Source: an optimization exercise on an open RTL-to-GDS flow (aim: small area). Production flows keep margins and buffers that such runs may drop. The RTL was checked by simulation tests, not by an equivalence proof against the original design.

## flow/design.v (module list and top-level ports; edited modules follow where they fit)
// module Controller: 40 lines
// module SpSram10x16: 18 lines
// module DelayChain: 16 lines
// module MacUnit: 5541 lines
// module FullAdd: 4 lines
// module HalfAdd: 4 lines
// module FinalSum: 167 lines
// module ReConf_FirFilter: 46 lines
module ReConf_FirFilter (
    input              iClk12M,
    input              iRsn,
    input              iEnSample600k,
    input              iCoeffUpdateFlag,
    input      [2:0]   iFirIn,
    input      [5:0]   iNumOfCoeff,
    input      [5:0]   iAddrRam,
    input      [15:0]  iWrDtRam,
    output reg [15:0]  oFirOut
);
  // ...
==> flow/run.sh <==
#!/bin/bash
# synth_recipe.tcl (not shown) runs the flow's synth.tcl, then flattens the netlist and writes it again
# the make line also repeats each setting of config.mk as NAME=value (left out here)
make -C /OpenROAD-flow-scripts/flow DESIGN_CONFIG=/design/flow/config.mk WORK_HOME=/design/flow/orfs CLKGATE_MAP_FILE= SYNTH_SCRIPT=/design/flow/synth_recipe.tcl finish
==> flow/config.mk <==
export PLATFORM = sky130hd
export DESIGN_NAME = ReConf_FirFilter
export DESIGN_NICKNAME = ReConf_FirFilter
export VERILOG_FILES = /design/flow/design.v
export SDC_FILE = /design/flow/constraint.sdc
export NUM_CORES = 4
export LEC_CHECK = 0
export ABC_AREA = 1
export CAP_MARGIN = 30
export CORE_MARGIN = 2
export CORE_UTILIZATION = 40
export SLEW_MARGIN = 40
==> flow/constraint.sdc <==
create_clock -name core_clock -period 12.0 [get_ports {iClk12M}]
set_input_delay 2.4000 -clock core_clock [delete_from_list [all_inputs] [get_ports {iClk12M}]]
set_output_delay 2.4000 -clock core_clock [all_outputs]
set_load 0.01 [all_outputs]
==> key figures, run 1 <==
Timing
  • F_max: 70.6 MHz
  • Final Hold Viols: 0
  • Unrepaired setup endpoints after global routing: true
  • Final setup fails: 16
  • Worst Setup Slack, final: -2.17 ns
  • Tmin final: ~14 ns

Status
  • Status: complete, but fails checks
  • Fail Reasons: negative setup slack

Critical path
  • Crit-path slowest cell: fa_1
  • RR Endpoint: rRes[9]
  • Req. time, crit path: around 13 ns
  • CP arrival: 14.70 ns
  • Worst r2r path cells: 41

Routing
  • Vias per cell: between 6 and 7
  • DR top layer: met5
  • Post-Route M1 WL: roughly 110 mm
  • Final Routed Wirelength: between 300 and 400 mm
  • DRT iter0 DRCs: around 8000

Die
  • Row count: roughly 130
  • Die Height: around 350 um
  • IO Count: between 50 and 60

Yosys
  • Post-synth ARST share: between 50% and 60%
  • Fraction of synthesized area in multiplexers: less than 1%
  • Synth top area cells: fa_1 (35%), edfxtp_1 (9.8%), inv_1 (9.1%)
  • Yosys cell types: 41
  • Yosys warnings: 5
  • Largest family of logic cells by synthesized area: adder cells

Layout
  • Multi-input gate share of total cell area: 55.8%
  • ANT cells: 8
  • Most common cell after layout, fill and taps aside: inv_1
  • Max reg flops: 160
  • Fillers: around 12000
  • Post-route cell area: 0.0625 mm2

Place
  • Placed insts: 8275
  • Final GP Congestion: between 1 and 1.5

CTS
  • Post-CTS setup buffer count: 15
  • Max Buffers Root-to-Sink: 3
  • Post-CTS Resized: 33
  • Max H-tree Level: 2
  • Sink Count: 329
==> inputs of run 2 (changes only) <==
--- a/flow/config.mk
+++ b/flow/config.mk
@@ -12 +12,3 @@
 export SLEW_MARGIN = 40
+export SYNTH_HIERARCHICAL = 1
+export SYNTH_MINIMUM_KEEP_SIZE = 0
==> key figures, run 2 <==
Yosys
  • Yosys cell types: 50 (+22%)
  • Number of synthesized register bits: 329
  • Synthesized area per cell: roughly 9 um2
  • Post-synth ARST share: 50.2% (unchanged)
  • Post-synth top area cell: fa_1
  • Yosys top cell area share: between 30% and 40%
  • Synth top cells by count: nand2_1 (921), fa_1 (859), o22ai_1 (821), a21oi_1 (787), inv_1 (488)
  • EDFF count, synth: 160
  • Synth top area cells: fa_1 (37%), o22ai_1 (11%), edfxtp_1 (10%)
  • Top_reg_cell synth: dfrtp_1
  • Top-count cell post-synth: nand2_1
  • Post-Syn Area: approximately 0.047 mm2
  • Sequential share of the synthesized area: 19.4%
  • Mapped Nets: a little over 6000
  • Yosys warnings: 11 (+6)
  • Post-synthesis cell count: 5190

CTS
  • Hold_buf cts: 0
  • Clk latency of the worst-skew pair: approximately 0.71 ns
  • Worst-path clk slew: 0.06 ns
  • Sink Count: 329 (unchanged)
  • Max Buffers Root-to-Sink: 3 (unchanged)
  • Max H-tree Level: 2 (unchanged)
  • Root Driver: clkbuf_16
  • Clock buffers created by TritonCTS: 47
  • TritonCTS clock tree: built

Routing
  • WL/cell: about 35 um
  • DR vias: between 40000 and 50000
  • Routed Antenna Nets: 0
  • DRT iter0 DRCs: 7221 (-10%)
  • 1st-pass router iterations: 6
  • Vias per cell: 6.26 (+1.9%)
  • Final Routed Wirelength: 269 mm (-12%)
  • DRC: 0

Place
  • Final GP Congestion: 1.11 (-3.1%)
  • Placed Area: 0.0561 mm2
  • Port Buffers: 48
  • Detail Placement HPWL: 227 mm
  • Placed insts: 7527 (-9.0%)
  • Place WS: -2.46 ns

Global routing
  • First-pass GRT wire length: approximately 370 mm
  • Initial antenna violation count: 11
  • Vias in the first global route: roughly 47000
  • Total track usage: between 40% and 50%
  • Largest net degree at the start of global routing: slightly above 80
  • Grt ovf: 0

Layout
  • Most common cell after layout, fill and taps aside: buf_4
  • Area of the multi-input gates: 0.0345 mm2
  • Nets: 7063
  • Reg area: 0.00901 mm2
  • Largest registers: ram_inst.rMem (160), delay_chain_inst.rLine (120)
  • Max reg flops: 160 (unchanged)
  • Layout cell share with drive strength beyond 1: between 20% and 30%
  • Fillers: 11000 (-4.9%)
  • Final core utilization: around half
  • Most frequent cells in the layout: buf_4 (1121), nand2_1 (896), o22ai_1 (813), a21oi_1 (777), fa_1 (721)
  • Area Overhead vs Synth: 25.5%
  • Post-route cell area: 0.0584 mm2 (-6.6%)
  • Non-filler cells, final: 7631
  • Largest Register: ram_inst.rMem

Critical path
  • Crit-path slowest cell: fa_1
  • Reg2reg start: ram_inst.rMem[1][0]
  • Worst Path Max Fanout: 8
  • Startpoint class of the critical path: flop
  • Crit end category: flop
  • CP arrival: 14.35 ns (-0.35 ns)
  • Req. time, crit path: 12.55 ns (+0.02 ns)
  • Crit path from: ram_inst.rMem[1][0]
  • Delay of the slowest cell on the worst path: roughly 0.73 ns
  • Critical Setup Path Class: flop to flop

Timing
  • Clock Skews: a little under 0.05 ns
  • Final setup fails: 16 (unchanged)
  • F_max: 72.4 MHz (+2.7%)
  • Worst slew pin tran: ~0.98 ns
  • Worst Setup Slack, final: -1.80 ns (+0.368 ns)
  • WHS: between 0.4 and 0.5 ns
  • Crit share post-route: 115%
  • Unrepaired setup endpoints after global routing: true
  • Setup TNS: -28.35 ns
  • Final Hold Viols: 0 (unchanged)
  • Fin. max-slew vios: 0
  • Tmin final: 13.80 ns (-0.368 ns)
  • Relative slew slack: 34.6%

Worst hold path
  • Worst hold start: oFirOut[3]
  • HP Class: flop to flop

Run
  • Max-cap violations: 0

Die
  • IO Count: 51 (unchanged)
  • Die Height: 345 um (-2.5%)
  • Die area: ~0.12 mm2
  • Initial Utilization: between 40% and 50%
  • Die width: approximately 350 um
  • Core Region: roughly 0.12 mm2
  • Row count: 125 (-2.3%)

Status
  • Status: complete, but fails checks
  • Fail Reasons: negative setup slack
==> run 2: cell types whose count changed in the layout (fill, tap and decap cells not counted), moves of 35 or more <==
cell      before  now
nand2_1     1118  896
o22ai_1      319  813
a21oi_1      331  777
o221ai_2      55    1
o21ai_0      131    6
buf_12        52   13
clkinv_1      59   18
o221ai_1     417   15
inv_1       1165  464
o211ai_1      42    7
==> run 2: layer usage <==
| layer | wire length [um] | global-route usage (%) | vias up |
|---|---|---|---|
| li1 | - | - | 19600 |
| met1 | 97600 | 54.6 | 23700 |
| met2 | 114000 | 67.6 | 3494 |
| met3 | 36400 | 17.6 | 902 |
| met4 | 21000 | 26.1 | 8 |
| met5 | 50 | 0 | - |
==> run 2: worst paths after layout <==
| kind | endpoint | slack (ns) | cells after the start |
|---|---|---|---|
| max in group asynchronous | delay_chain_inst.rLine[71] | 8.51 | 4 |
| hold / removal | oFirOut[3] | 0.47 | 2 |
| setup reg to reg | rRes[13] | -1.80 | 36 |
| min in group asynchronous | controller_inst.oRdMode1 | 1.61 | 1 |
| setup / recovery | rRes[13] | -1.80 | 36 |
| hold reg to reg | oFirOut[3] | 0.47 | 2 |
==> run 2: cell type report <==
type,count,share of cell area (%)
Tap cell,1524,3.26
Inverter,527,3.42
Clock inverter,26,0.540
Multi-Input combinational cell,3964,59.0
Timing Repair Buffer,1198,16.1
Sequential cell,329,15.4
Clock buffer,62,2.26
Antenna cell,1,0.00428
==> run 2: what timing repair did <==
| item | in CTS | in global routing |
|---|---|---|
| gates cloned | 2 | 0 |
| endpoints found under the setup margin | 16 | 16 |
| setup buffers | 9 | 3 |
| gates resized for setup | 103 | 76 |
| pin swaps | 79 | 103 |
==> run 2: cell families after synthesis <==
kind of cell | count (synthesis) | synth area share [%]
AO/OA/AOI/OAI | 1676 | 20.6
XOR/XNOR | 62 | 1.23
adder cells (fa/ha/maj) | 961 | 39.7
buffers and inverters | 898 | 8.09
flip-flops | 329 | 19.4
AND/OR/NAND/NOR | 1264 | 11.1
==> run 2: critical path, delay by kind of cell, from the launching register on <==
kind | cells | cell delay [ns]
AO/OA/AOI/OAI | 2 | 0.24
AND/OR/NAND/NOR | 5 | 0.46
flip-flops | 1 | 0.40
adder cells (fa/ha/maj) | 27 | 12.38
buffers and inverters | 2 | 0.17
==> run 2: modules after synthesis (local to each module, per instance) <==
| module | copies in the design | cells inside | flops+latches | cell area [um2] |
|---|---|---|---|---|
| MacUnit | 1 | 3271 | 0 | 16700 |
| FinalSum | 1 | 75 | 0 | 334 |
| DelayChain | 1 | 507 | 120 | 4480 |
| HalfAdd | 81 | 1 | 0 | 12.5 |
| Controller | 1 | 79 | 16 | 712 |
| FullAdd | 859 | 1 | 0 | 20.0 |
| ReConf_FirFilter | 1 | 137 | 33 | 1290 |
| SpSram10x16 | 1 | 181 | 160 | 4890 |

==> port drivers added, routing unchanged <==
No port has a modelled driver above. Below, the same layouts with a new extraction and two added sets of constraints.
Step 1: set_driving_cell puts a clkbuf_16 on iClk12M and a buf_2 on each other input, an assumption about the parent block.
Step 2 also shifts input and output timing later by t, the mid clock arrival at the registers, as if the neighbouring blocks saw the same clock.
Three values: ideal, step 1, step 2; two values: the first two.
| run | t, ns | slack for setup (ns) | hold slack, ns | worst slew at a driven data input, ns |
|---|---|---|---|---|
| run 1 | 0.758 | -2.172 / -2.172 / -2.172 | 0.358 / 0.358 / 0.358 | 0.06 |
| run 2 | 0.758 | -1.804 / -1.804 / -1.804 | 0.469 / 0.469 / 0.469 | 0.09 |
